Background: an optimization exercise with open tools, aiming at small area, a short achievable clock period and few clock cycles per item. Do not read the settings as production practice.
Function was checked by simulation only, so behaviour that the tests miss may differ from the original.
Power and IR drop assume default switching activity.

==> flow/design.v (excerpt) <==
module axis_gain_wrapper #(
    parameter integer C_S_AXI_DATA_WIDTH = 32,
    parameter integer C_S_AXI_ADDR_WIDTH = 4,
    parameter integer AUDIO_WIDTH        = 16,
    parameter integer GAIN_FBITS         = 12
)(
    input  wire aclk,
    input  wire aresetn,
    input  wire [31:0] s_axis_tdata,
    input  wire        s_axis_tlast,
    input  wire        s_axis_tvalid,
    output wire        s_axis_tready,
    output wire [31:0] m_axis_tdata,
    output wire        m_axis_tlast,
    output wire        m_axis_tvalid,
    input  wire        m_axis_tready,
    input  wire [C_S_AXI_ADDR_WIDTH-1:0] s_axi_awaddr,
    input  wire                          s_axi_awvalid,
    output wire                          s_axi_awready,
    input  wire [C_S_AXI_DATA_WIDTH-1:0] s_axi_wdata,
    input  wire [3:0]                    s_axi_wstrb,
    input  wire                          s_axi_wvalid,
    output wire                          s_axi_wready,
    output wire [1:0]                    s_axi_bresp,
    output reg                           s_axi_bvalid,
    input  wire                          s_axi_bready,
    input  wire [C_S_AXI_ADDR_WIDTH-1:0] s_axi_araddr,
    input  wire                          s_axi_arvalid,
    output wire                          s_axi_arready,
    output reg  [C_S_AXI_DATA_WIDTH-1:0] s_axi_rdata,
    output wire [1:0]                    s_axi_rresp,
    output reg                           s_axi_rvalid,
    input  wire                          s_axi_rready
);
Size: ~2100 cells after synthesis, roughly 300 flip-flops, about 160 I/O pins.
Settings: LEC_CHECK=0, ABC_AREA=1, CAP_MARGIN=20, CORE_MARGIN=2, CORE_UTILIZATION=40, CTS_BUF_LIST=sky130_fd_sc_hd__clkbuf_4 sky130_fd_sc_hd__clkbuf_8, SETUP_SLACK_MARGIN=4.6, SLEW_MARGIN=20; clock period 8.0 ns.
standard.sh (not shown) runs the stock make flow with config.mk's settings and CLKGATE_MAP_FILE= SYNTH_SCRIPT=/design/flow/synth_recipe.tcl, a recipe that flattens the netlist after the stock synthesis.
==> flow/flow/run.sh <==
#!/bin/bash
set -euo pipefail
export BUFFER_PORTS_ARGS="-buffer_cell sky130_fd_sc_hd__buf_1"
bash standard.sh > standard_flow.log 2>&1
The starting point went through all stages and came out clean.
Testbench counts at the start, summed over its fixed seeds: cycles 16,480, samples 16,384.
==> next run, changes <==
- CTS_BUF_LIST: sky130_fd_sc_hd__clkbuf_4 sky130_fd_sc_hd__clkbuf_8 -> sky130_fd_sc_hd__clkbuf_8 sky130_fd_sc_hd__clkbuf_16
- CTS_CLUSTER_DIAMETER: unset -> 50
- CTS_CLUSTER_SIZE: unset -> 20
- SETUP_SLACK_MARGIN: 4.6 -> 4.3
What happened: Critical path depth goes down by 3; design area shrinks by a few percent; clock power increases by a quarter to a third.
==> next run, changes <==
- CTS_BUF_LIST: sky130_fd_sc_hd__clkbuf_8 sky130_fd_sc_hd__clkbuf_16 -> sky130_fd_sc_hd__clkbuf_8
- CTS_CLUSTER_DIAMETER: 50 -> 60
- CTS_CLUSTER_SIZE: 20 -> 14
=>
- The new run finished with timing, DRC and antenna clean
- power shrinks by a little under a tenth
- non-clock buffer count came out higher by 8
- synthesized area is unchanged
==> next run, changes <==
- CTS_BUF_LIST: sky130_fd_sc_hd__clkbuf_8 -> sky130_fd_sc_hd__clkbuf_4 sky130_fd_sc_hd__clkbuf_8
- CTS_CLUSTER_DIAMETER: 60 -> unset
- CTS_CLUSTER_SIZE: 14 -> unset
- SETUP_SLACK_MARGIN: 4.3 -> 4.0
Routed wire length fell by 2.3%. Setup slack loses 0.065 ns. Critical path depth goes down by 7.

---

Starting RTL as in the previous note.
## axis_gain_wrapper
module axis_gain_wrapper #(
    parameter integer C_S_AXI_DATA_WIDTH = 32,
    parameter integer C_S_AXI_ADDR_WIDTH = 4,
    parameter integer AUDIO_WIDTH        = 16,
    parameter integer GAIN_FBITS         = 12
)(
    input  wire aclk,
    input  wire aresetn,
    input  wire [31:0] s_axis_tdata,
    input  wire        s_axis_tlast,
    input  wire        s_axis_tvalid,
    output wire        s_axis_tready,
    output wire [31:0] m_axis_tdata,
    output wire        m_axis_tlast,
    output wire        m_axis_tvalid,
    input  wire        m_axis_tready,
    input  wire [C_S_AXI_ADDR_WIDTH-1:0] s_axi_awaddr,
    input  wire                          s_axi_awvalid,
    output wire                          s_axi_awready,
    input  wire [C_S_AXI_DATA_WIDTH-1:0] s_axi_wdata,
    input  wire [3:0]                    s_axi_wstrb,
    input  wire                          s_axi_wvalid,
    output wire                          s_axi_wready,
    output wire [1:0]                    s_axi_bresp,
    output reg                           s_axi_bvalid,
    input  wire                          s_axi_bready,
    input  wire [C_S_AXI_ADDR_WIDTH-1:0] s_axi_araddr,
    input  wire                          s_axi_arvalid,
    output wire                          s_axi_arready,
    output reg  [C_S_AXI_DATA_WIDTH-1:0] s_axi_rdata,
    output wire [1:0]                    s_axi_rresp,
    output reg                           s_axi_rvalid,
    input  wire                          s_axi_rready
);
==> flow/config.mk <==
export PLATFORM = sky130hd
export DESIGN_NAME = axis_gain_wrapper
export DESIGN_NICKNAME = axis_gain_wrapper
export VERILOG_FILES = /design/flow/design.v
export SDC_FILE = /design/flow/constraint.sdc
export NUM_CORES = 4
export LEC_CHECK = 0
export ABC_AREA = 1
export CAP_MARGIN = 20
export CORE_MARGIN = 2
export CORE_UTILIZATION = 40
export CTS_BUF_LIST = sky130_fd_sc_hd__clkbuf_4 sky130_fd_sc_hd__clkbuf_8
export SETUP_SLACK_MARGIN = 4.0
export SLEW_MARGIN = 20
==> flow/constraint.sdc <==
create_clock -name core_clock -period 8.0 [get_ports {aclk}]
set_input_delay 1.6000 -clock core_clock [delete_from_list [all_inputs] [get_ports {aclk}]]
set_output_delay 1.6000 -clock core_clock [all_outputs]
set_load 0.01 [all_outputs]
==> flow/flow/run.sh <==
#!/bin/bash
# Standard layout with two changes:
#  - the port buffers use the smallest buffer cell;
#  - after the standard synthesis, flow/flip_fa.py removes inverters around
#    full adders (a full adder is self-dual, so some adders take the
#    complements of their inputs instead); registers are not touched.
# Each step's output goes to its own log file in this folder.
set -euo pipefail
export BUFFER_PORTS_ARGS="-buffer_cell sky130_fd_sc_hd__buf_1"
RES=orfs/results/sky130hd/axis_gain_wrapper/base
bash standard.sh synth > synth_flow.log 2>&1
cp "$RES/1_2_yosys.v" synth_netlist_standard.v
python3 flow/flip_fa.py synth_netlist_standard.v "$RES/1_2_yosys.v" > flip_fa.log 2>&1
touch "$RES/1_2_yosys.v"
bash standard.sh > layout_flow.log 2>&1
Other scripts of this flow, unchanged in this note and not shown: flow/flow/flip_fa.py
Testbench counts at the start, summed over its fixed seeds: cycles 16,480, samples 16,384.
Next try:
--- a/flow/flow/run.sh
+++ b/flow/flow/run.sh
@@ -2,4 +2,5 @@
 # Standard layout with two changes:
 #  - the port buffers use the smallest buffer cell;
+#  - m_axis_tready and s_axis_tready sit next to each other (flow/io.tcl);
 #  - after the standard synthesis, flow/flip_fa.py removes inverters around
 #    full adders (a full adder is self-dual, so some adders take the
@@ -8,4 +9,5 @@
 set -euo pipefail
 export BUFFER_PORTS_ARGS="-buffer_cell sky130_fd_sc_hd__buf_1"
+export IO_CONSTRAINTS="$PWD/flow/io.tcl"
 RES=orfs/results/sky130hd/axis_gain_wrapper/base
 bash standard.sh synth > synth_flow.log 2>&1
==> flow/flow/io.tcl (new file) <==
# Keep the two ready pins of the stream side by side: s_axis_tready is a
# combinational function of m_axis_tready (the only input-to-output path).
set_io_pin_constraint -group -order -pin_names {m_axis_tready s_axis_tready}
SETUP_SLACK_MARGIN = 4.3   (was 4.0)
Effect: The new run completed with no timing, DRC or antenna violations. Clock power decreases by about 7%. Fmax increases by 4.2%. First-iteration DRC count decreases by 6.4%. Cell count increases by 0.44%.

-- separate check: timing with driven ports --
Ports are ideal in the flow. The routed layouts listed here were re-timed in OpenROAD.
Step 1: set_driving_cell puts a clkbuf_16 on aclk and a buf_2 on each other input, an assumption about the parent block.
Step 2 also shifts input and output timing later by t, the mid clock arrival at the registers, as if the neighbouring blocks saw the same clock.
Three values: ideal ports, drivers, drivers and shift; two values: the first two.
run	t (ns)	setup slack, ns	worst setup path after step 2	worst slew at a driven data input, ns
the first run of note 1	0.688	4.246 / 4.246 / 4.156	input to register	0.09
the second run of note 1	0.616	4.258 / 4.258 / 3.955	input to register	0.08
the third run of note 1	0.667	4.185 / 4.185 / 3.960	input to register	0.08
the fourth run of note 1	0.693	4.121 / 4.064 / 3.707	input to register	0.08
the first run of note 2	0.689	4.086 / 4.061 / 4.061	input to output	0.10
the second run of note 2	0.697	4.244 / 4.244 / 4.244	register to register	0.09
After both steps every run listed still meets setup and hold. The setup slack of the fourth run of note 1, which loses most, moves by -0.057 ns with the drivers and by -0.414 ns with both steps.
